This is an optimization exercise on Yosys and OpenROAD, whose aim is small area, not a production implementation.
The clock port is modelled as an ideal driver, which makes a skipped or thinned clock tree look cheaper than it is; a real chip needs a root buffer or a tree.
No activity file was given, so power comes from the tool's default toggle rates.

== v6 ==
==> flow/design.v (excerpt) <==
module MemoryGameTopLvl(
	input i_clk,
	input i_rst,
	input [4:0] i_sw,
	output [3:0] o_led,
	output [6:0] o_sevseg);
Size in the first run: roughly 400 cells after synthesis, ~140 flip-flops, roughly 18 I/O pins, about 4300 sq um of cells after synthesis.
export LEC_CHECK = 0
export CAP_MARGIN = 20
export CORE_MARGIN = 2
export CORE_UTILIZATION = 60
export PLACE_DENSITY = 0.9
export SLEW_MARGIN = 20
create_clock -name core_clock -period 10.0 [get_ports {i_clk}]
standard.sh (not shown) runs the stock make flow with config.mk's settings and CLKGATE_MAP_FILE= SYNTH_SCRIPT=/design/flow/synth_recipe.tcl, a recipe that flattens the netlist after the stock synthesis.
==> flow/flow/run.sh <==
#!/bin/bash
# Layout flow: the standard ORFS flow (standard.sh) with these changes:
#  - synthesis maps the logic with an area-oriented ABC script and without
#    ORFS's half/full adder extraction (the same Yosys script otherwise, so
#    the registers are the standard ones);
#  - ports are buffered with the smallest buffer;
#  - the clock tree is built by cts_manual.tcl (a few clock buffers, one per
#    group of nearby flip-flops) instead of TritonCTS.
# make's output goes to standard.log and finish.log, the clock tree step's
# to cts_manual.log, each ORFS tool's to ORFS's logs/.
set -e
H=$(pwd)
cp flow/abc_area.script "$H/abc_area.script"
{
  echo "proc abc {args} {"
  echo "  set i [lsearch -exact \$args -script]"
  echo "  if {\$i >= 0} { lset args [expr {\$i + 1}] $H/abc_area.script }"
  echo "  yosys abc {*}\$args"
  echo "}"
  cat synth_recipe.tcl
} > my_synth.tcl
sed "s#SYNTH_SCRIPT=[^ ]*#SYNTH_SCRIPT=$H/my_synth.tcl ADDER_MAP_FILE=#" standard.sh > my_standard.sh
export BUFFER_PORTS_ARGS="-buffer_cell sky130_fd_sc_hd__buf_1"
bash my_standard.sh place > standard.log 2>&1
RESULTS=$H/orfs/results/sky130hd/MemoryGameTopLvl/base PLATFORM_DIR=$FLOW_HOME/platforms/sky130hd \
  NCLUSTER=$(cat flow/ncluster.txt) CLKBUF=$(cat flow/clkbuf.txt) CLKPORT=i_clk \
  openroad -no_init -exit flow/cts_manual.tcl > cts_manual.log 2>&1
bash my_standard.sh finish > finish.log 2>&1
==> flow/flow/cts_manual.tcl <==
# Clock tree for a small design: the flip-flops are split into NCLUSTER
# groups of about equal load by position (k-means), each driven by one clock buffer placed at
# the group's centre; the clock port drives the group buffers directly.
# Reads 3_place.odb, writes 4_1_cts.odb and 4_cts.sdc like ORFS's cts step.
set R $::env(RESULTS)
set P $::env(PLATFORM_DIR)
read_lef $P/lef/sky130_fd_sc_hd.tlef
read_lef $P/lef/sky130_fd_sc_hd_merged.lef
read_liberty $P/lib/sky130_fd_sc_hd__tt_025C_1v80.lib
read_db $R/3_place.odb
read_sdc $R/3_place.sdc
source $P/setRC.tcl

set k $::env(NCLUSTER)
set bufname $::env(CLKBUF)
set block [ord::get_db_block]
set clknet [$block findNet $::env(CLKPORT)]
set sinks {}
foreach it [$clknet getITerms] {
  set inst [$it getInst]
  lassign [$inst getLocation] x y
  set m [$inst getMaster]
  lappend sinks [list $it [expr {$x + [$m getWidth] / 2}] [expr {$y + [$m getHeight] / 2}]]
}
set n [llength $sinks]
puts "manual cts: $n sinks, $k clusters of $bufname"

# k-means on sink positions, seeded deterministically along the sorted x order
set sorted [lsort -real -index 1 $sinks]
set cent {}
for {set c 0} {$c < $k} {incr c} {
  set s [lindex $sorted [expr {int(($c + 0.5) * $n / $k)}]]
  lappend cent [list [lindex $s 1] [lindex $s 2]]
}
# load-balanced k-means: a sink's load is its pin (about 1.8 fF) plus an
# estimate of the wire it adds (0.076 fF per um of distance to its group's
# centre); every group takes at most 1/k of the total load (plus 1%), so
# that no group buffer drives much more than the others.
set dbu [$block getDbUnitsPerMicron]
for {set iter 0} {$iter < 60} {incr iter} {
  set pairs {}
  set total 0.0
  for {set i 0} {$i < $n} {incr i} {
    set s [lindex $sinks $i]
    for {set c 0} {$c < $k} {incr c} {
      lassign [lindex $cent $c] cx cy
      set d [expr {(abs([lindex $s 1] - $cx) + abs([lindex $s 2] - $cy)) / double($dbu)}]
      lappend pairs [list $d $i $c]
    }
  }
  # total load with each sink at its nearest centre
  set near [lrepeat $n 1e30]
  foreach p $pairs { lassign $p d i c; if {$d < [lindex $near $i]} { lset near $i $d } }
  foreach d $near { set total [expr {$total + 1.8 + 0.076 * $d}] }
  set cap [expr {1.01 * $total / $k}]
  set pairs [lsort -real -index 0 $pairs]
  set assigned [lrepeat $n -1]
  set load [lrepeat $k 0.0]
  set left $n
  # pass 1 within the load cap, pass 2 places any sink left to its nearest open group
  foreach pass {1 2} {
    foreach p $pairs {
      lassign $p d i c
      if {[lindex $assigned $i] >= 0} continue
      set l [expr {[lindex $load $c] + 1.8 + 0.076 * $d}]
      if {$pass == 1 && $l > $cap} continue
      lset assigned $i $c
      lset load $c $l
    }
  }
  set groups {}
  for {set c 0} {$c < $k} {incr c} { lappend groups {} }
  for {set i 0} {$i < $n} {incr i} {
    set c [lindex $assigned $i]
    lset groups $c [concat [lindex $groups $c] [list [lindex $sinks $i]]]
  }
  set new {}
  for {set c 0} {$c < $k} {incr c} {
    set g [lindex $groups $c]
    if {[llength $g] == 0} { lappend new [lindex $cent $c]; continue }
    set sx 0; set sy 0
    foreach s $g { set sx [expr {$sx + [lindex $s 1]}]; set sy [expr {$sy + [lindex $s 2]}] }
    lappend new [list [expr {$sx / [llength $g]}] [expr {$sy / [llength $g]}]]
  }
  if {$new eq $cent} break
  set cent $new
}
puts "group loads (fF, estimated): $load"
set master [[ord::get_db] findMaster $bufname]
for {set c 0} {$c < $k} {incr c} {
  set g [lindex $groups $c]
  if {[llength $g] == 0} continue
  set buf [odb::dbInst_create $block $master "clkbuf_manual_$c"]
  set net [odb::dbNet_create $block "clknet_manual_$c"]
  $net setSigType CLOCK
  lassign [lindex $cent $c] cx cy
  $buf setLocation [expr {int($cx)}] [expr {int($cy)}]
  $buf setPlacementStatus PLACED
  [$buf findITerm A] connect $clknet
  [$buf findITerm X] connect $net
  foreach s $g {
    set it [lindex $s 0]
    $it disconnect
    $it connect $net
  }
  puts "cluster $c: [llength $g] sinks at ([expr {int($cx)}], [expr {int($cy)}])"
}
$clknet setSigType CLOCK

detailed_placement
set_propagated_clock [all_clocks]
estimate_parasitics -placement
report_clock_skew
repair_timing -hold -verbose
detailed_placement
check_placement -verbose
estimate_parasitics -placement
report_worst_slack -min
report_worst_slack -max
write_db $R/4_1_cts.odb
write_sdc $R/4_cts.sdc
Other scripts of this flow, unchanged in this note and not shown: flow/flow/abc_area.script, flow/flow/clkbuf.txt, flow/flow/ncluster.txt
For v7, these inputs were changed with respect to v6:
--- a/flow/flow/cts_manual.tcl
+++ b/flow/flow/cts_manual.tcl
@@ -2 +2 @@
-# groups of about equal load by position (k-means), each driven by one clock buffer placed at
+# groups of equal size by position (k-means), each driven by one clock buffer placed at
@@ -35,6 +35,3 @@
-# load-balanced k-means: a sink's load is its pin (about 1.8 fF) plus an
-# estimate of the wire it adds (0.076 fF per um of distance to its group's
-# centre); every group takes at most 1/k of the total load (plus 1%), so
-# that no group buffer drives much more than the others.
-set dbu [$block getDbUnitsPerMicron]
-for {set iter 0} {$iter < 60} {incr iter} {
+# capacity-limited k-means: every group gets at most ceil(n / k) sinks
+set cap [expr {($n + $k - 1) / $k}]
+for {set iter 0} {$iter < 50} {incr iter} {
@@ -42 +38,0 @@
-  set total 0.0
@@ -47,2 +43 @@
-      set d [expr {(abs([lindex $s 1] - $cx) + abs([lindex $s 2] - $cy)) / double($dbu)}]
-      lappend pairs [list $d $i $c]
+      lappend pairs [list [expr {abs([lindex $s 1] - $cx) + abs([lindex $s 2] - $cy)}] $i $c]
@@ -51,5 +45,0 @@
-  # total load with each sink at its nearest centre
-  set near [lrepeat $n 1e30]
-  foreach p $pairs { lassign $p d i c; if {$d < [lindex $near $i]} { lset near $i $d } }
-  foreach d $near { set total [expr {$total + 1.8 + 0.076 * $d}] }
-  set cap [expr {1.01 * $total / $k}]
@@ -58,12 +48,6 @@
-  set load [lrepeat $k 0.0]
-  set left $n
-  # pass 1 within the load cap, pass 2 places any sink left to its nearest open group
-  foreach pass {1 2} {
-    foreach p $pairs {
-      lassign $p d i c
-      if {[lindex $assigned $i] >= 0} continue
-      set l [expr {[lindex $load $c] + 1.8 + 0.076 * $d}]
-      if {$pass == 1 && $l > $cap} continue
-      lset assigned $i $c
-      lset load $c $l
-    }
+  set count [lrepeat $k 0]
+  foreach p $pairs {
+    lassign $p d i c
+    if {[lindex $assigned $i] >= 0 || [lindex $count $c] >= $cap} continue
+    lset assigned $i $c
+    lset count $c [expr {[lindex $count $c] + 1}]
@@ -88 +71,0 @@
-puts "group loads (fF, estimated): $load"
Findings:
v7 completed end to end with timing, DRC and antenna clean. Between v6 and v7, the flow reports first-pass GRT wire length increasing slightly. v7: least setup slack across all paths after layout 25 ps below v6. Comparing v7 and v6, the higher total power was measured on v7. v7 vs. v6: power share of the clock group +0.3 points; worst hold slack up 3.7 ps; register-to-register slack has decreased. v7 against v6: total internal power closely matched the old numbers, via count normalized by instance count increased by 0.038 relative to the old numbers.
Function was not checked in any run of this note: the RTL went through the layout flow alone. No run of this note takes its clock network from TritonCTS; it comes from the design's own scripts or RTL.

## afterwards: timing with drivers on the ports
The results above use ideal ports. As a check the final layouts listed here were re-extracted and re-timed, cells and wires unchanged. Step 1 (the two cells are an assumption about what drives the block):
set clk [get_ports {i_clk}]
set_driving_cell -lib_cell sky130_fd_sc_hd__clkbuf_16 $clk
set_driving_cell -lib_cell sky130_fd_sc_hd__buf_2 [delete_from_list [all_inputs] $clk]
Step 2, shift: input delay + t, output delay - t, t = (earliest + latest rising clock arrival at the registers) / 2. This alone moves slack from input paths to output paths. Three values: no drivers, after step 1, after step 2; two values: the first two.
| run | shift t [ns] | slack for setup (ns) | worst setup path at the end | pins driven straight from the clock port |
|---|---|---|---|---|
| v6 | 0.251 | 5.681 / 5.602 / 5.853 | register to output | 4 |
| v7 | 0.256 | 5.656 / 5.575 / 5.831 | register to output | 4 |
After both steps setup and hold are still met in every run listed.
